From an optimization exercise on the open Yosys and OpenROAD flow, aimed at small area; shortcuts taken in it are not production practice. In this exercise RTL edits were held to simulation tests only and were not proved equivalent to the original. Power figures rest on the tool's default switching activity, not on a simulated workload.

<file path="design/flow/run.sh">
#!/bin/bash
# synth_recipe.tcl (not shown) runs the flow's synth.tcl, then flattens the netlist and writes it again
# the make line also repeats each setting of config.mk as NAME=value (left out here)
make -C /OpenROAD-flow-scripts/flow DESIGN_CONFIG=/design/flow/config.mk WORK_HOME=/design/flow/orfs CLKGATE_MAP_FILE= SYNTH_SCRIPT=/design/flow/synth_recipe.tcl finish
</file>
<file path="design/flow/config.mk">
export PLATFORM = sky130hd
export DESIGN_NAME = hyper_bus
export DESIGN_NICKNAME = hyper_bus
export VERILOG_FILES = /design/flow/design.v
export SDC_FILE = /design/flow/constraint.sdc
export NUM_CORES = 4
export LEC_CHECK = 0
export CAP_MARGIN = 20
export CORE_MARGIN = 2
export CORE_UTILIZATION = 40
export PLACE_DENSITY = 0.6
export SLEW_MARGIN = 20
</file>
<file path="design/flow/constraint.sdc">
create_clock -name core_clock -period 5.0 [get_ports {ram_clock}]
set_input_delay 1.0000 -clock core_clock [delete_from_list [all_inputs] [get_ports {ram_clock}]]
set_output_delay 1.0000 -clock core_clock [all_outputs]
set_load 0.01 [all_outputs]
</file>
<file path="design/flow/design.v">
`timescale 1 ns / 1 ns
module hyper_bus #(
    parameter HBRAM_FRE   = 200_000_000,
    parameter BIT_WIDTH   = 16,
    parameter INIT_NUM    = 256,
    parameter LATENCY     = 7,
    parameter STRENGTH    = "34_ohms",
    parameter BURST_MODE  = "legacy",
    parameter BURST_LEN   = 16,
    parameter REFRESH     = "Full_Array",
    parameter CLOCK_TYPE  = "Single_Ended",
    parameter MASK_WIDTH  = 4
) (
    input                              ram_clock,
    input                              ram_reset,
    input                              ram_en,
    input                              rw_ctrl,
    input      [31:0]                  ram_addr,
    input      [31:0]                  ram_burst_len,
    output                             ram_wr_valid,
    input      [BIT_WIDTH * 2 - 1 : 0] ram_wr_data,
    output reg                         ram_rd_valid,
    output reg [BIT_WIDTH * 2 - 1 : 0] ram_rd_data,
    input      [MASK_WIDTH - 1 : 0]    ram_data_mask,
    output  reg                        hbc_cal_pass,
    output  reg                        ctrl_idle,
    output  reg                        hbc_ck_p_hi,
    output                             hbc_ck_p_lo,
    output                             hbc_ck_n_hi,
    output                             hbc_ck_n_lo,
    output  reg                        hbc_cs_n,
    output  reg                        hbc_rst_n,
    output reg [BIT_WIDTH - 1 : 0]     hbc_dq_en,
    output reg [BIT_WIDTH - 1 : 0]     hbc_dq_out_hi,
    output reg [BIT_WIDTH - 1 : 0]     hbc_dq_out_lo,
    input      [BIT_WIDTH - 1 : 0]     hbc_dq_in_hi,
    input      [BIT_WIDTH - 1 : 0]     hbc_dq_in_lo,
    output reg [BIT_WIDTH/8 - 1 : 0]   hbc_rwds_en,
    output reg [BIT_WIDTH/8 - 1 : 0]   hbc_rwds_out_hi,
    output reg [BIT_WIDTH/8 - 1 : 0]   hbc_rwds_out_lo,
    input      [BIT_WIDTH/8 - 1 : 0]   hbc_rwds_in_hi,
    input      [BIT_WIDTH/8 - 1 : 0]   hbc_rwds_in_lo
);
localparam                TVCS = ((HBRAM_FRE / 1000) * 160) / 1000;             
localparam                TRP  = (((HBRAM_FRE / 1000) / 1000) * 200) / 1000;    
localparam                TRPH = (((HBRAM_FRE / 1000) / 1000) * 400) / 1000;    
localparam                TRST = ((HBRAM_FRE / 1000) * 3) / 1000;               
localparam                TCPH = ((HBRAM_FRE / 1000) * 2) / 1000;               
localparam                IDLE        = 4'd0;
localparam                RESET       = 4'd1;
localparam                RESET_WAIT  = 4'd2;
localparam                CONFIG_PRE  = 4'd3;
localparam                CONFIG      = 4'd4;
localparam                CONFIG_DONE = 4'd5;
localparam                CONFIG_WAIT = 4'd6;
localparam                WAIT        = 4'd7;
localparam                INIT_PRE    = 4'd8;
localparam                INIT        = 4'd9;
localparam                WRITE       = 4'd10;
localparam                READ        = 4'd11;
localparam                DONE        = 4'd12;
reg                       flag;                
reg  [15:0]               init_cnt;            
reg  [6:0]                rst_cnt;             
reg  [15:0]               rst_wait_cnt;        
reg  [3:0]                clk_cnt;             
reg  [9:0]                cph_cnt;             
reg  [1:0]                cr_cnt;              
reg  [31:0]               data_cnt;            
wire [3:0]                latency_config;      
wire [2:0]                str_config;          
wire                      mode_config;         
wire [1:0]                len_config;          
wire [2:0]                refresh_config;      
wire                      clock_config;        
wire [7:0]                command_config;
wire [15:0]               cr0_config;          
wire [15:0]               cr1_config;          
reg  [31:0]               r_ram_addr;
reg                       r_rw_ctrl;
reg  [MASK_WIDTH - 1 : 0] r_data_mask;
wire [MASK_WIDTH - 1 : 0] read_data_mask;
reg  [BIT_WIDTH/8 - 1 : 0]r_hbc_rwds_in_hi;
reg  [BIT_WIDTH - 1 : 0]  r_hbc_dq_in_hi;
reg  [3:0]                state_now;
reg  [3:0]                state_next;
assign                    command_config = {r_rw_ctrl,1'b0,mode_config,r_ram_addr[31:27]};
assign                    cr0_config     = {1'b1,str_config,4'hf,latency_config,1'b1,mode_config,len_config};
assign                    cr1_config     = {8'hff,1'b1,clock_config,1'b0,refresh_config,2'b01};
assign                    read_data_mask = ~r_data_mask;
always @(posedge ram_clock or posedge ram_reset) begin
    if(ram_reset == 1'b1)begin
        flag <= 1'b0;
    end
    else if(state_now == DONE)begin
        flag <= 1'b1;
    end
    else begin
        flag <= flag;
    end
end
always @(posedge ram_clock or posedge ram_reset) begin
    if(ram_reset == 1'b1)begin
        r_rw_ctrl <= 1'b0;
    end
    else if(ram_en)begin
        r_rw_ctrl <= rw_ctrl;
    end
    else begin
        r_rw_ctrl <= r_rw_ctrl;
    end
end
always @(posedge ram_clock or posedge ram_reset) begin
    if(ram_reset == 1'b1)begin
        r_ram_addr <= 1'b0;
    end
    else if(ram_en)begin
        r_ram_addr <= ram_addr;
    end
    else begin
        r_ram_addr <= r_ram_addr;
    end
end
generate
    case (LATENCY)
        3 : begin : three_delay
            assign latency_config = 4'b1110;
        end
        4 : begin : four_delay
            assign latency_config = 4'b1111;
        end
        5 : begin : five_delay
            assign latency_config = 4'b0000;
        end
        6 : begin : six_delay
            assign latency_config = 4'b0001;
        end
        7 : begin : seven_delay
            assign latency_config = 4'b0010;
        end
        default : begin
            assign latency_config = 4'b0010;
        end
endcase
endgenerate
generate
    case (STRENGTH)
        "34_ohms"  : begin : Drive_34_ohms
            assign str_config = 3'b000;
        end
        "115_ohms" : begin : Drive_115_ohms
            assign str_config = 3'b001;
        end
        "67_ohms"  : begin : Drive_67_ohms
            assign str_config = 3'b010;
        end
        "46_ohms"  : begin : Drive_46_ohms
            assign str_config = 3'b011;
        end
        "27_ohms"  : begin : Drive_27_ohms
            assign str_config = 3'b101;
        end
        "22_ohms"  : begin : Drive_22_ohms
            assign str_config = 3'b110;
        end
        "19_ohms"  : begin : Drive_19_ohms
            assign str_config = 3'b111;
        end
        default    : begin
            assign str_config = 3'b000;
        end
endcase
endgenerate
generate
    case (BURST_MODE)
        "legacy" : begin : legacy_burst_mode
            assign mode_config = 1'b1;
        end
        "hybrid" : begin : hybrid_burst_mode
            assign mode_config = 1'b0;
        end
        default : begin
            assign mode_config = 1'b1;
        end
    endcase
endgenerate
generate
    case (BURST_LEN)
        16  : begin : length_16
            assign len_config = 2'b10;
        end
        32  : begin : length_32
            assign len_config = 2'b11;
        end
        64  : begin : length_64
            assign len_config = 2'b01;
        end
        128 : begin : length_128
            assign len_config = 2'b00;
        end
        default : begin : NOP end
endcase
endgenerate
generate
    case (REFRESH)
        "Full_Array" : begin : FULL_ARRAY
            assign refresh_config = 3'b000;
        end
        "Bottom_1_2_Array" : begin : BOTTOM_1_2_ARRAY
            assign refresh_config = 3'b001;
        end
        "Bottom_1_4_Array" : begin : BOTTOM_1_4_ARRAY
            assign refresh_config = 3'b010;
        end
        "Bottom_1_8_Arrray" : begin : BOTTOM_1_8_ARRAY
            assign refresh_config = 3'b011;
        end
        "None" : begin : NONE
            assign refresh_config = 3'b100;
        end
        "Top_1_2_Array" : begin : TOP_1_2_ARRAY
            assign refresh_config = 3'b101;
        end
        "Top_1_4_Array" : begin : TOP_1_4_ARRAY
            assign refresh_config = 3'b110;
        end
        "Top_1_8_Array" : begin : TOP_1_8_ARRAY
            assign refresh_config = 3'b111;
        end
        default : begin
            assign refresh_config = 3'b000;
        end
endcase
endgenerate
generate
    case (CLOCK_TYPE)
        "legacy" : begin : Singal_Ended_Config
            assign clock_config = 1'b1;
        end
        "hybrid" : begin : Different_Config
            assign clock_config = 1'b0;
        end
        default : begin
            assign clock_config = 1'b1;
        end
    endcase
endgenerate
always @(posedge ram_clock or posedge ram_reset) begin
    if(ram_reset == 1'b1)begin
        init_cnt <= 16'd0;
    end
    else if(init_cnt < 16'd1000)begin
        init_cnt <= init_cnt + 1'b1;
    end
    else begin
        init_cnt <= init_cnt;
    end
end
always @(posedge ram_clock or posedge ram_reset) begin
    if(ram_reset == 1'b1)begin
        rst_cnt <= 7'd0;
    end
    else if(state_now == RESET)begin
        if(rst_cnt < TRPH - 1)begin
            rst_cnt <= rst_cnt + 1'b1;
        end
        else begin
            rst_cnt <= rst_cnt;
        end
    end
    else begin
        rst_cnt <= rst_cnt;
    end
end
always @(posedge ram_clock or posedge ram_reset) begin
    if(ram_reset == 1'b1)begin
        rst_wait_cnt <= 10'd0;
    end
    else if(state_now == RESET_WAIT)begin
        if(rst_wait_cnt < TVCS - 1)begin
            rst_wait_cnt <= rst_wait_cnt + 1'b1;
        end
        else begin
            rst_wait_cnt <= rst_wait_cnt;
        end
    end
    else begin
        rst_wait_cnt <= rst_wait_cnt;
    end
end
always @(posedge ram_clock or posedge ram_reset) begin
    if(ram_reset == 1'b1)begin
        clk_cnt <= 4'd0;
    end
    else if(state_now == CONFIG || state_now == INIT)begin
        clk_cnt <= clk_cnt + 1'b1;
    end
    else begin
        clk_cnt <= 4'd0;
    end
end
always @(posedge ram_clock or posedge ram_reset) begin
    if(ram_reset == 1'b1)begin
        cph_cnt <= 4'd0;
    end
    else if(state_now == CONFIG_WAIT || state_now == DONE)begin
        if(cph_cnt < TCPH - 1'b1)begin
            cph_cnt <= cph_cnt + 1'b1;
        end
        else begin
            cph_cnt <= cph_cnt;
        end
    end
    else begin
        cph_cnt <= 3'd0;
    end
end
always @(posedge ram_clock or posedge ram_reset) begin
    if(ram_reset == 1'b1)begin
        cr_cnt <= 2'd0;
    end
    else if(state_now == CONFIG_DONE)begin
        cr_cnt <= cr_cnt + 1'b1;
    end
    else begin
        cr_cnt <= cr_cnt;
    end
end
always @(posedge ram_clock or posedge ram_reset) begin
    if(ram_reset == 1'b1)begin
        data_cnt <= 12'd0;
    end
    else if(state_now == WRITE)begin
        data_cnt <= data_cnt + 2'd2;
    end
    else if(state_now == READ)begin
        if(r_hbc_rwds_in_hi[0] ^ hbc_rwds_in_lo[0])begin
            data_cnt <= data_cnt + 2'd2;
        end
        else begin
            data_cnt <= data_cnt;
        end
    end
    else begin
        data_cnt <= 12'd0;
    end
end
always @(posedge ram_clock or posedge ram_reset) begin
    if(ram_reset == 1'b1)begin
        state_now <= IDLE;
    end
    else begin
        state_now <= state_next;
    end
end
always @(*) begin
    if(ram_reset == 1'b1)begin
        state_next <= IDLE;
    end
    else begin
        case(state_now)
            IDLE:begin
                if(init_cnt == 16'd1000)begin
                    state_next <= RESET;
                end
                else begin
                    state_next <= IDLE;
                end
            end
            RESET:begin
                if(rst_cnt == TRPH - 1)begin
                    state_next <= RESET_WAIT;
                end
                else begin
                    state_next <= RESET;
                end
            end
            RESET_WAIT:begin
                if(rst_wait_cnt == TVCS - 1)begin
                    state_next <= CONFIG_PRE;
                end
                else begin
                    state_next <= RESET_WAIT;
                end
            end
            CONFIG_PRE:begin
                state_next <= CONFIG;
            end
            CONFIG:begin
                if(clk_cnt == 4'd3)begin
                    state_next <= CONFIG_DONE;
                end
                else begin
                    state_next <= CONFIG;
                end
            end
            CONFIG_DONE:begin
                state_next <= CONFIG_WAIT;
            end
            CONFIG_WAIT:begin
                if(cr_cnt == 2'd2)begin
                    if(cph_cnt == TCPH - 1)begin
                        state_next <= WAIT;
                    end
                    else begin
                        state_next <= CONFIG_WAIT;
                    end
                end
                else begin
                    if(cph_cnt == TCPH - 1)begin
                        state_next <= CONFIG_PRE;
                    end
                    else begin
                        state_next <= CONFIG_WAIT;
                    end
                end
            end
            WAIT:begin
                if(flag == 1'b0)begin
                    state_next <= INIT_PRE;
                end
                else begin
                    if(ram_en)begin
                        state_next <= INIT_PRE;
                    end
                    else begin
                        state_next <= WAIT;
                    end
                end
            end
            INIT_PRE:begin
                state_next <= INIT;
            end
            INIT:begin
                if(flag == 1'b0)begin
                    if(clk_cnt == LATENCY * 2 + 1)begin
                        state_next <= WRITE;
                    end
                    else begin
                        state_next <= INIT;
                    end
                end
                else begin
                    if(clk_cnt == LATENCY * 2 + 1)begin
                        if(r_rw_ctrl)begin
                            state_next <= READ;
                        end
                        else begin
                            state_next <= WRITE;
                        end
                    end
                    else begin
                        state_next <= INIT;
                    end
                end
            end
            WRITE:begin
                if(flag == 1'b0)begin
                    if(data_cnt == INIT_NUM - 2)begin
                        state_next <= DONE;
                    end
                    else begin
                        state_next <= WRITE;
                    end
                end
                else begin
                    if(data_cnt == ram_burst_len - 2)begin
                        state_next <= DONE;
                    end
                    else begin
                        state_next <= WRITE;
                    end
                end
            end
            READ:begin
                if(data_cnt == ram_burst_len - 2)begin
                    state_next <= DONE;
                end
                else begin
                    state_next <= READ;
                end
            end
            DONE:begin
                if(cph_cnt == TCPH - 1'b1)begin
                    state_next <= WAIT;
                end
                else begin
                    state_next <= DONE;
                end
            end
            default:begin
                state_next <= IDLE;
            end
        endcase
    end
end
assign hbc_ck_p_lo = 1'b0;
assign hbc_ck_n_lo = 1'b0;
always @(posedge ram_clock or posedge ram_reset) begin
        if(ram_reset == 1'b1)begin
            hbc_ck_p_hi <= 1'b0;
        end
        else begin
            case(state_now)
                IDLE:begin
                    hbc_ck_p_hi <= 1'b0;
                end
                RESET:begin
                    hbc_ck_p_hi <= 1'b0;
                end
                RESET_WAIT:begin
                    hbc_ck_p_hi <= 1'b0;
                end
                CONFIG_PRE:begin
                    hbc_ck_p_hi <= 1'b0;
                end
                CONFIG_DONE:begin
                    hbc_ck_p_hi <= 1'b0;
                end
                CONFIG_WAIT:begin
                    hbc_ck_p_hi <= 1'b0;
                end
                WAIT:begin
                    hbc_ck_p_hi <= 1'b0;
                end
                INIT_PRE:begin
                    hbc_ck_p_hi <= 1'b0;
                end
                DONE:begin
                    hbc_ck_p_hi <= 1'b0;
                end
                default:begin
                    hbc_ck_p_hi <= 1'b1;
                end
            endcase
        end
    end
generate if(CLOCK_TYPE == "Single_Ended") begin : Single_Ended_Clock
    assign hbc_ck_n_hi = 1'b0;
end
endgenerate
generate if(CLOCK_TYPE == "Different") begin : Different_Clock
    assign hbc_ck_n_hi = ~hbc_ck_p_hi;
end
endgenerate
always @(posedge ram_clock or posedge ram_reset) begin
    if(ram_reset == 1'b1)begin
        hbc_cs_n <= 1'b1;
    end
    else begin
        case(state_now)
            IDLE:begin
                hbc_cs_n <= 1'b1;
            end
            RESET:begin
                hbc_cs_n <= 1'b1;
            end
            RESET_WAIT:begin
                hbc_cs_n <= 1'b1;
            end
            CONFIG_PRE:begin
                hbc_cs_n <= 1'b0;
            end
            CONFIG:begin
                hbc_cs_n <= 1'b0;
            end
            CONFIG_DONE:begin
                hbc_cs_n <= 1'b1;
            end
            CONFIG_WAIT:begin
                hbc_cs_n <= 1'b1;
            end
            WAIT:begin
                hbc_cs_n <= 1'b1;
            end
            INIT_PRE:begin
                hbc_cs_n <= 1'b0;
            end
            INIT:begin
                hbc_cs_n <= 1'b0;
            end
            WRITE:begin
                hbc_cs_n <= 1'b0;
            end
            READ:begin
                hbc_cs_n <= 1'b0;
            end
            DONE:begin
                hbc_cs_n <= 1'b1;
            end
            default:begin
                hbc_cs_n <= 1'b1;
            end
        endcase
    end
end
always @(posedge ram_clock or posedge ram_reset) begin
    if(ram_reset == 1'b1)begin
        hbc_rst_n <= 1'b1;
    end
    else if(state_now == RESET)begin
        if(rst_cnt <= TRP - 1)begin
            hbc_rst_n <= 1'b0;
        end
        else begin
            hbc_rst_n <= 1'b1;
        end
    end
    else begin
        hbc_rst_n <= 1'b1;
    end
end
always @(posedge ram_clock or posedge ram_reset) begin
    if(ram_reset == 1'b1)begin
        hbc_dq_en <= {(BIT_WIDTH){1'b0}};
    end
    else begin
        case(state_now)
            RESET:begin
                if(rst_cnt <= TRP - 1)begin
                    hbc_dq_en <= {(BIT_WIDTH){1'b0}};
                end
                else begin
                    hbc_dq_en <= {(BIT_WIDTH){1'b1}};
                end
            end
            INIT:begin
                if(clk_cnt <= 4'd2)begin
                    hbc_dq_en <= {(BIT_WIDTH){1'b1}};
                end
                else begin
                    hbc_dq_en <= {(BIT_WIDTH){1'b0}};
                end
            end
            READ:begin
                hbc_dq_en <= {(BIT_WIDTH){1'b0}};
            end
            DONE:begin
                hbc_dq_en <= {(BIT_WIDTH){1'b0}};
            end
            default:begin
                hbc_dq_en <= {(BIT_WIDTH){1'b1}};
            end
        endcase
    end
end
always @(posedge ram_clock or posedge ram_reset) begin
    if(ram_reset == 1'b1)begin
        hbc_dq_out_hi <= 0;
        hbc_dq_out_lo <= 0;
    end
    else begin
        case(state_now)
            IDLE:begin
                hbc_dq_out_hi <= 0;
                hbc_dq_out_lo <= 0;
            end
            RESET:begin
                hbc_dq_out_hi <= 0;
                hbc_dq_out_lo <= 0;
            end
            RESET_WAIT:begin
                hbc_dq_out_hi <= 0;
                hbc_dq_out_lo <= 0;
            end
            CONFIG:begin
                case(clk_cnt)
                    4'd0:begin
                        hbc_dq_out_hi <= (BIT_WIDTH == 16) ? 16'h6060 : 8'h60;
                        hbc_dq_out_lo <= 0;
                    end
                    4'd1:begin
                        hbc_dq_out_hi <= (BIT_WIDTH == 16) ? 16'h0101 : 8'h01;
                        hbc_dq_out_lo <= 0;
                    end
                    4'd2:begin
                        hbc_dq_out_hi <= 0;
                        case(cr_cnt)
                            2'd0:begin
                                hbc_dq_out_lo <= 0;
                            end
                            2'd1:begin
                                hbc_dq_out_lo <= (BIT_WIDTH == 16) ? 16'h0101 : 8'h01;
                            end
                            default:begin
                                hbc_dq_out_lo <= 0;
                            end
                        endcase
                    end
                    4'd3:begin
                        case(cr_cnt)
                            2'd0:begin
                                hbc_dq_out_hi <= (BIT_WIDTH == 16) ? {cr0_config[15:8],cr0_config[15:8]} : cr0_config[15:8];
                                hbc_dq_out_lo <= (BIT_WIDTH == 16) ? {cr0_config[7:0],cr0_config[7:0]}  : cr0_config[7:0];
                            end
                            2'd1:begin
                                hbc_dq_out_hi <= (BIT_WIDTH == 16) ? {cr1_config[15:8],cr1_config[15:8]} : cr1_config[15:8];
                                hbc_dq_out_lo <= (BIT_WIDTH == 16) ? {cr1_config[7:0],cr1_config[7:0]}  : cr1_config[7:0];
                            end
                            default:begin
                                hbc_dq_out_lo <= 0;
                            end
                        endcase
                    end
                    default:begin
                        hbc_dq_out_hi <= 0;
                        hbc_dq_out_lo <= 0;
                    end
                endcase
            end
            CONFIG_DONE:begin
                hbc_dq_out_hi <= 0;
                hbc_dq_out_lo <= 0;
            end
            CONFIG_WAIT:begin
                hbc_dq_out_hi <= 0;
                hbc_dq_out_lo <= 0;
            end
            WAIT:begin
                hbc_dq_out_hi <= 0;
                hbc_dq_out_lo <= 0;
            end
            INIT:begin
                case(clk_cnt)
                    4'd0:begin
                        hbc_dq_out_hi <= (BIT_WIDTH == 16) ? {command_config,command_config}       : command_config;
                        hbc_dq_out_lo <= (BIT_WIDTH == 16) ? {r_ram_addr[26:19],r_ram_addr[26:19]} : r_ram_addr[26:19];
                    end
                    4'd1:begin
                        hbc_dq_out_hi <= (BIT_WIDTH == 16) ? {r_ram_addr[18:11],r_ram_addr[18:11]} : r_ram_addr[18:11];
                        hbc_dq_out_lo <= (BIT_WIDTH == 16) ? {r_ram_addr[10:3],r_ram_addr[10:3]}   : r_ram_addr[10:3];
                    end
                    4'd2:begin
                        hbc_dq_out_hi <= (BIT_WIDTH == 16) ? 16'h0000 : 8'h00;
                        hbc_dq_out_lo <= (BIT_WIDTH == 16) ? {5'd0,r_ram_addr[2:0],5'd0,r_ram_addr[2:0]} : {5'd0,r_ram_addr[2:0]};
                    end
                    default:begin
                        hbc_dq_out_hi <= 0;
                        hbc_dq_out_lo <= 0;
                    end
                endcase
            end
            WRITE:begin
                if(flag == 1'b0)begin
                    hbc_dq_out_hi <= 0;
                    hbc_dq_out_lo <= 0;
                end
                else begin
                    hbc_dq_out_hi <= ram_wr_data[BIT_WIDTH * 2 - 1 : BIT_WIDTH];
                    hbc_dq_out_lo <= ram_wr_data[BIT_WIDTH - 1 : 0];
                end
            end
            READ:begin
                hbc_dq_out_hi <= 0;
                hbc_dq_out_lo <= 0;
            end
            DONE:begin
                hbc_dq_out_hi <= 0;
                hbc_dq_out_lo <= 0;
            end
            default:begin
                hbc_dq_out_hi <= 0;
                hbc_dq_out_lo <= 0;
            end
        endcase
    end
end
always @(posedge ram_clock or posedge ram_reset) begin
    if(ram_reset == 1'b1)begin
        hbc_rwds_en <= 0;
    end
    else begin
        case(state_now)
            CONFIG_PRE:begin
                hbc_rwds_en <= (BIT_WIDTH == 16) ? 2'b11 : 1'b1;
            end
            CONFIG:begin
                hbc_rwds_en <= (BIT_WIDTH == 16) ? 2'b11 : 1'b1;
            end
            INIT_PRE:begin
                hbc_rwds_en <= (BIT_WIDTH == 16) ? 2'b11 : 1'b1;
            end
            INIT:begin
                if(clk_cnt <= 4'd2)begin
                    hbc_rwds_en <= (BIT_WIDTH == 16) ? 2'b11 : 1'b1;
                end
                else if(clk_cnt == LATENCY * 2 + 1)begin
                    if(r_rw_ctrl)begin
                        hbc_rwds_en <= (BIT_WIDTH == 16) ? 2'b00 : 1'b0;
                    end
                    else begin
                        hbc_rwds_en <= (BIT_WIDTH == 16) ? 2'b11 : 1'b1;
                    end
                end
                else begin
                    hbc_rwds_en <= 0;
                end
            end
            WRITE:begin
                hbc_rwds_en <= (BIT_WIDTH == 16) ? 2'b11 : 1'b1;
            end
            default:begin
                hbc_rwds_en <= 0;
            end
        endcase
    end
end
generate if(MASK_WIDTH >= 4) begin : BIG_TO_SMALL
    case(BIT_WIDTH)
        8 : begin
            always @(posedge ram_clock or posedge ram_reset) begin
                if(ram_reset == 1'b1)begin
                    r_data_mask <= 0;
                end
                else if(ram_en)begin
                    r_data_mask <= ram_data_mask;
                end
                else if(state_now == WRITE)begin
                    r_data_mask <= {r_data_mask[MASK_WIDTH - 3 : 0],r_data_mask[MASK_WIDTH - 1 : MASK_WIDTH - 2]};
                end
                else begin
                    r_data_mask <= r_data_mask;
                end
            end
            always @(posedge ram_clock or posedge ram_reset) begin
                if(ram_reset == 1'b1)begin
                    hbc_rwds_out_hi <= 1'b0;
                    hbc_rwds_out_lo <= 1'b0;
                end
                else if(state_now == INIT)begin
                    if(clk_cnt <= 4'd3)begin
                        hbc_rwds_out_hi <= 1'b1;
                        hbc_rwds_out_lo <= 1'b1;
                    end
                    else begin
                        hbc_rwds_out_hi <= 1'b0;
                        hbc_rwds_out_lo <= 1'b0;
                    end
                end
                else if(state_now == CONFIG_PRE || state_now == CONFIG || state_now == INIT_PRE)begin
                    hbc_rwds_out_hi <= 1'b1;
                    hbc_rwds_out_lo <= 1'b1;
                end
                else if(state_now == WRITE)begin
                    if(flag == 1'b0)begin
                        hbc_rwds_out_hi <= 1'b0;
                        hbc_rwds_out_lo <= 1'b0;
                    end
                    else begin
                        hbc_rwds_out_hi <= ~r_data_mask[MASK_WIDTH - 1];
                        hbc_rwds_out_lo <= ~r_data_mask[MASK_WIDTH - 2];
                    end
                end
                else begin
                    hbc_rwds_out_hi <= 1'b0;
                    hbc_rwds_out_lo <= 1'b0;
                end
            end
        end
        16 : begin
            if(MASK_WIDTH == 4)begin
                always @(posedge ram_clock or posedge ram_reset) begin
                    if(ram_reset == 1'b1)begin
                        r_data_mask <= 0;
                    end
                    else if(ram_en)begin
                        r_data_mask <= ram_data_mask;
                    end
                    else begin
                        r_data_mask <= r_data_mask;
                    end
                end
            end
            else begin
                always @(posedge ram_clock or posedge ram_reset) begin
                    if(ram_reset == 1'b1)begin
                        r_data_mask <= 0;
                    end
                    else if(ram_en)begin
                        r_data_mask <= ram_data_mask;
                    end
                    else if(state_now == WRITE)begin
                        r_data_mask <= {r_data_mask[MASK_WIDTH - 5 : 0],r_data_mask[MASK_WIDTH - 1 : MASK_WIDTH - 4]};
                    end
                    else begin
                        r_data_mask <= r_data_mask;
                    end
                end
            end
            always @(posedge ram_clock or posedge ram_reset) begin
                if(ram_reset == 1'b1)begin
                    hbc_rwds_out_hi <= 2'b00;
                    hbc_rwds_out_lo <= 2'b00;
                end
                else if(state_now == INIT)begin
                    if(clk_cnt <= 4'd3)begin
                        hbc_rwds_out_hi <= 2'b11;
                        hbc_rwds_out_lo <= 2'b11;
                    end
                    else begin
                        hbc_rwds_out_hi <= 2'b00;
                        hbc_rwds_out_lo <= 2'b00;
                    end
                end
                else if(state_now == CONFIG_PRE || state_now == CONFIG || state_now == INIT_PRE)begin
                    hbc_rwds_out_hi <= 2'b11;
                    hbc_rwds_out_lo <= 2'b11;
                end
                else if(state_now == WRITE)begin
                    if(flag == 1'b0)begin
                        hbc_rwds_out_hi <= 2'b00;
                        hbc_rwds_out_lo <= 2'b00;
                    end
                    else begin
                        hbc_rwds_out_hi <= ~r_data_mask[MASK_WIDTH - 3 : MASK_WIDTH - 4];
                        hbc_rwds_out_lo <= ~r_data_mask[MASK_WIDTH - 1 : MASK_WIDTH - 2];
                    end
                end
                else begin
                    hbc_rwds_out_hi <= 2'b00;
                    hbc_rwds_out_lo <= 2'b00;
                end
            end
        end
        default : begin
            always @(posedge ram_clock) begin
                hbc_rwds_out_hi <= 0;
                hbc_rwds_out_lo <= 0;
            end
        end
    endcase
end
endgenerate
generate if(MASK_WIDTH < 4) begin : SMALL_TO_BIG
    always @(posedge ram_clock or posedge ram_reset) begin
        if(ram_reset == 1'b1)begin
            r_data_mask <= 0;
        end
        else if(ram_en)begin
            r_data_mask <= ram_data_mask;
        end
        else begin
            r_data_mask <= r_data_mask;
        end
    end
    if(MASK_WIDTH <= 1)begin
        always @(posedge ram_clock or posedge ram_reset) begin
            if(ram_reset == 1'b1)begin
                hbc_rwds_out_hi <= 0;
                hbc_rwds_out_lo <= 0;
            end
            else if(state_now == INIT)begin
                if(clk_cnt <= 4'd3)begin
                    hbc_rwds_out_hi <= (BIT_WIDTH == 16) ? 2'b11 : 1'b1;
                    hbc_rwds_out_lo <= (BIT_WIDTH == 16) ? 2'b11 : 1'b1;
                end
                else begin
                    hbc_rwds_out_hi <= 0;
                    hbc_rwds_out_lo <= 0;
                end
            end
            else if(state_now == CONFIG_PRE || state_now == CONFIG || state_now == INIT_PRE)begin
                hbc_rwds_out_hi <= (BIT_WIDTH == 16) ? 2'b11 : 1'b1;
                hbc_rwds_out_lo <= (BIT_WIDTH == 16) ? 2'b11 : 1'b1;
            end
            else if(state_now == WRITE)begin
                if(flag == 1'b0)begin
                    hbc_rwds_out_hi <= 0;
                    hbc_rwds_out_lo <= 0;
                end
                else begin
                    hbc_rwds_out_hi <= ~r_data_mask;
                    hbc_rwds_out_lo <= ~r_data_mask;
                end
            end
            else begin
                hbc_rwds_out_hi <= 0;
                hbc_rwds_out_lo <= 0;
            end
        end
    end
    else begin
        always @(posedge ram_clock or posedge ram_reset) begin
            if(ram_reset == 1'b1)begin
                hbc_rwds_out_hi <= 0;
                hbc_rwds_out_lo <= 0;
            end
            else if(state_now == INIT)begin
                if(clk_cnt <= 4'd3)begin
                    hbc_rwds_out_hi <= (BIT_WIDTH == 16) ? 2'b11 : 1'b1;
                    hbc_rwds_out_lo <= (BIT_WIDTH == 16) ? 2'b11 : 1'b1;
                end
                else begin
                    hbc_rwds_out_hi <= 0;
                    hbc_rwds_out_lo <= 0;
                end
            end
            else if(state_now == CONFIG_PRE || state_now == CONFIG || state_now == INIT_PRE)begin
                hbc_rwds_out_hi <= (BIT_WIDTH == 16) ? 2'b11 : 1'b1;
                hbc_rwds_out_lo <= (BIT_WIDTH == 16) ? 2'b11 : 1'b1;
            end
            else if(state_now == WRITE)begin
                if(flag == 1'b0)begin
                    hbc_rwds_out_hi <= 0;
                    hbc_rwds_out_lo <= 0;
                end
                else begin
                    hbc_rwds_out_hi <= (BIT_WIDTH == 16) ? ~r_data_mask : ~r_data_mask[MASK_WIDTH - 1];
                    hbc_rwds_out_lo <= (BIT_WIDTH == 16) ? ~r_data_mask : ~r_data_mask[MASK_WIDTH - 2];
                end
            end
            else begin
                hbc_rwds_out_hi <= 0;
                hbc_rwds_out_lo <= 0;
            end
        end
    end
end
endgenerate
always @(posedge ram_clock or posedge ram_reset) begin
    if(ram_reset == 1'b1)begin
        hbc_cal_pass <= 1'b0;
    end
    else if(state_now == WAIT && flag)begin
        hbc_cal_pass <= 1'b1;
    end
    else begin
        hbc_cal_pass <= hbc_cal_pass;
    end
end
always @(posedge ram_clock or posedge ram_reset) begin
    if(ram_reset == 1'b1)begin
        r_hbc_rwds_in_hi <= 0;
    end
    else begin
        r_hbc_rwds_in_hi <= hbc_rwds_in_hi;
    end
end
always @(posedge ram_clock or posedge ram_reset) begin
    if(ram_reset == 1'b1)begin
        ram_rd_valid <= 1'b0;
    end
    else if(state_now == READ)begin
        if(r_hbc_rwds_in_hi[0] ^ hbc_rwds_in_lo[0])begin
            ram_rd_valid <= 1'b1;
        end
        else begin
            ram_rd_valid <= 1'b0;
        end
    end
    else begin
        ram_rd_valid <= 1'b0;
    end
end
always @(posedge ram_clock or posedge ram_reset) begin
    if(ram_reset == 1'b1)begin
        r_hbc_dq_in_hi <= 0;
    end
    else begin
        r_hbc_dq_in_hi <= hbc_dq_in_hi;
    end
end
always @(posedge ram_clock or posedge ram_reset) begin
    if(ram_reset == 1'b1)begin
        ram_rd_data <= 0;
    end
    else if(state_now == READ)begin
        if(r_hbc_rwds_in_hi[0] ^ hbc_rwds_in_lo[0])begin
            ram_rd_data <= {r_hbc_dq_in_hi,hbc_dq_in_lo};
        end
        else begin
            ram_rd_data <= ram_rd_data;
        end
    end
    else begin
        ram_rd_data <= ram_rd_data;
    end
end
assign ram_wr_valid = (state_now == WRITE && flag) ? 1'b1 : 1'b0;
always @(posedge ram_clock or posedge ram_reset) begin
    if(ram_reset == 1'b1)begin
        ctrl_idle <= 1'b1;
    end
    else if(flag && (state_now == INIT || state_now == WRITE || state_now == READ || state_now == DONE))begin
        ctrl_idle <= 1'b0;
    end
    else begin
        ctrl_idle <= 1'b1;
    end
end
endmodule   
</file>
==> impl_metrics.yaml <==
power:
  peakVddDrop_mv: 0.242
  pwr_density_cell_nw_per_um2: 279
  total_leakage_power_nw: 6.00
  power_mw: 3.95
timing:
  fin_skew_ps: 18.0
  worstMarginPinSlew_ps: 843
  hold_violations: 0
  min_period_ps: 3930
  rsz0062_at_grt: "no"
  hold_slack_ps: 376
  slew_viol_final: 0
  max_slew_margin_pct: 43.3
  finalSetupTns_ps: 0
  setup_viol: 0
  fmax_mhz: 254
  fin_crit_sh_pct: 78.7
finish:
  fin_cells: 1598
  nFillCells: 2430
  final_nets: 1393
  areaGrowthSynthToFinish_pct: 30.5
  drive_above_1_share_pct: 11.5
  n_antenna_cell: 0
  design_area_um2: 14200
synthesis:
  synthFlopType: "dfrtp_1"
  yosysUniqueCellTypes: 76
  syn-cell-area_um2: 10800
  synth_area_per_cell_um2: 10.5
  synth.most_common_cell: "dfrtp_1"
  yosysSeqAreaShare_pct: 51.0
  async_flop_share_pct: 100
  syn_inst: 1037
  synthTopCellsByCount: "dfrtp_1, nor2_1, nand2_1"
  ys_seq_elements: 221
  yosys-top-cells-area: "dfrtp_1, mux2_2, xnor2_1"
  synth_top_area_share_pct: 50.3
  synth-edff-count: 0
  synth_area_leader_cell: "dfrtp_1"
  ys_warn_count: 1
place:
  hpwl_um: 19000
  placedCellCount: 1553
  io_buffers: 230
  placed_area_um2: 13300
  gp_congestion: 0.873
die:
  die_width_um: 169
  std_cell_rows: 60
  die_y_um: 169
  die-area_um2: 28500
  initial_utilization_pct: 40.5
  core-area_um2: 26800
  ios: 236
routing:
  drt-total-wl_um: 26400
  firstDrtPassIters: 8
  drt_iter0_markers: 477
  viasPerCell: 5.27
  vias: 8426
  drc: 0
  ant_nets: 0
  drt-wirelength-per-cell_um: 16.6
grt:
  grt_pass1_vias: 8436
  gr-usage-all-layers_pct: 18.6
  grt_pass1_wl_um: 43600
  antenna_found_initial: 0
  grt.overflow.total: 0
  grt_max_degree: 139
run:
  maxCapViolations: 0
hold_path:
  min_path_type: "reg -> reg"
status:
  status: "complete, no violations"
cts:
  cts_tree: "done"
  cts_buffer_depth: 3
  cts_resized: 0
  clk_latency_ps: 520
  numCtsBuffers: 25
  cts_root_buf: "clkbuf_16"
  cts_setup_buffers: 0
  clock-sinks: 221
  hold_buffers: 0
  cts_max_level: 1
  clk_pin_slew_ps: 60
setup_path:
  arrival_ps: 2930
  worst-setup-path-type: "reg -> out"
  crit_fanout: 19
  r2r_slack_ps: 1770
  crit_required_ps: 4000
  critPathLaunchType: "flop"
  critPathCaptureType: "output port"
[area by class of cell]
cell class | count | area, um2 | share of cell area [%]
repair buffers | 238 | 2370 | 16.8
well taps | 341 | 427 | 3.01
flip-flops and latches | 221 | 5530 | 39.1
multi-input cells | 726 | 4900 | 34.6
clock buffers | 40 | 742 | 5.24
inverters | 27 | 105 | 0.742
clock inverters | 5 | 78.8 | 0.557
[sequential cells by signal (all words and copies together), names as in the netlist, 2 cells and up]
name,count
cr_cnt,2
rst_cnt,7
hbc_rwds_out_lo,2
r_data_mask,4
data_cnt,31
rst_wait_cnt,16
hbc_dq_out_lo,16
r_ram_addr,32
state_now,4
hbc_rwds_out_hi,2
init_cnt,16
clk_cnt,4
r_hbc_dq_in_hi,16
hbc_dq_out_hi,16
cph_cnt,10
ram_rd_data,32
[worst paths after layout]
check,cells after the start,to,from
worst max-delay path,6,ram_wr_valid,state_now[3]
max in group asynchronous,3,data_cnt[24],ram_reset
worst min-delay path,0,init_cnt[13],init_cnt[13]
min in group asynchronous,3,rst_wait_cnt[10],ram_reset
worst min register to register,0,init_cnt[13],init_cnt[13]
worst max register to register,9,hbc_dq_out_hi[13],state_now[2]
[through the flow]
stage               setup slack, ps  utilization (%)
detailed placement              700             49.8
global route                    846             52.8
finish                         1070             52.8
CTS                             999             52.8
floorplan                     -36.0                -
global placement                772             49.8
[placed cells by master (no fill, tap or decap), drive strengths merged, types with 25 or more instances in the layout]
master | synthesis | final
a21oi | 34 | 34
clkbuf | 41 | 40
clkdlybuf4s50 | 0 | 229
dfrtp | 218 | 218
inv | 26 | 26
mux2 | 74 | 74
nand2 | 81 | 81
nand3 | 43 | 43
nor2 | 95 | 95
nor3 | 36 | 36
nor4 | 25 | 25
o21ai | 48 | 48
xnor2 | 62 | 62
xor2 | 34 | 34
[worst max-delay path: stages (launching register included)]
cell and delay, ps:
dfrtp_1 720, nor2b_1 480, nand2_1 130, nor2_1 220
nand2_1 190, clkinv_1 110, clkdlybuf4s50_1 600
[report_power, final]
| group | internal [mW] | switching (mW) | total [mW] |
|---|---|---|---|
| registers | 1.83 | 0.0202 | 1.85 |
| clock network | 1.11 | 0.699 | 1.81 |
| logic | 0.164 | 0.117 | 0.281 |
[kinds of logic after synthesis]
logic type,count (synthesis),synth area share (%)
flops,221,51.0
simple gates,373,18.0
fa+ha+maj,14,1.61
xor+xnor,96,7.75
compound gates,164,9.80
buf+inv,92,3.96
mux,76,7.87
other cells,1,0.0346
[layer usage]
metal	share of wire, %	vias to the layer above	global-route usage [%]
met5	0	-	0
met3	5.8	37	3.72
met4	2.0	0	4.65
li1	-	4060	-
met2	46	237	29.8
met1	46	4092	26.0

==> afterwards: timing with drivers on the ports <==
Ports are ideal in the flow. The routed layout listed here was re-timed in OpenROAD.
Step 1: set_driving_cell puts a clkbuf_16 on ram_clock and a buf_2 on each other input, an assumption about the parent block.
Step 2 adds t to the input delays and takes it off the output delays; t is the mean of the earliest and latest rising clock arrival at the registers after step 1. Input paths then give back, and output paths get back, about the clock's delay inside the block.
a / b / c = ideal ports / drivers / drivers and shift; a / b = the first two.
t (ns): 0.552
setup slack, ns: 1.065 / 1.021 / 0.662
latest minus earliest clock arrival (ns): 0.020 / 0.021
worst register clock-pin slew, ns: 0.06 / 0.06
worst data-port slew with drivers (ns): 0.08
After both steps this run still meets setup and hold. For this run, drivers alone change the setup slack by -0.044 ns; drivers and shift together by -0.403 ns.
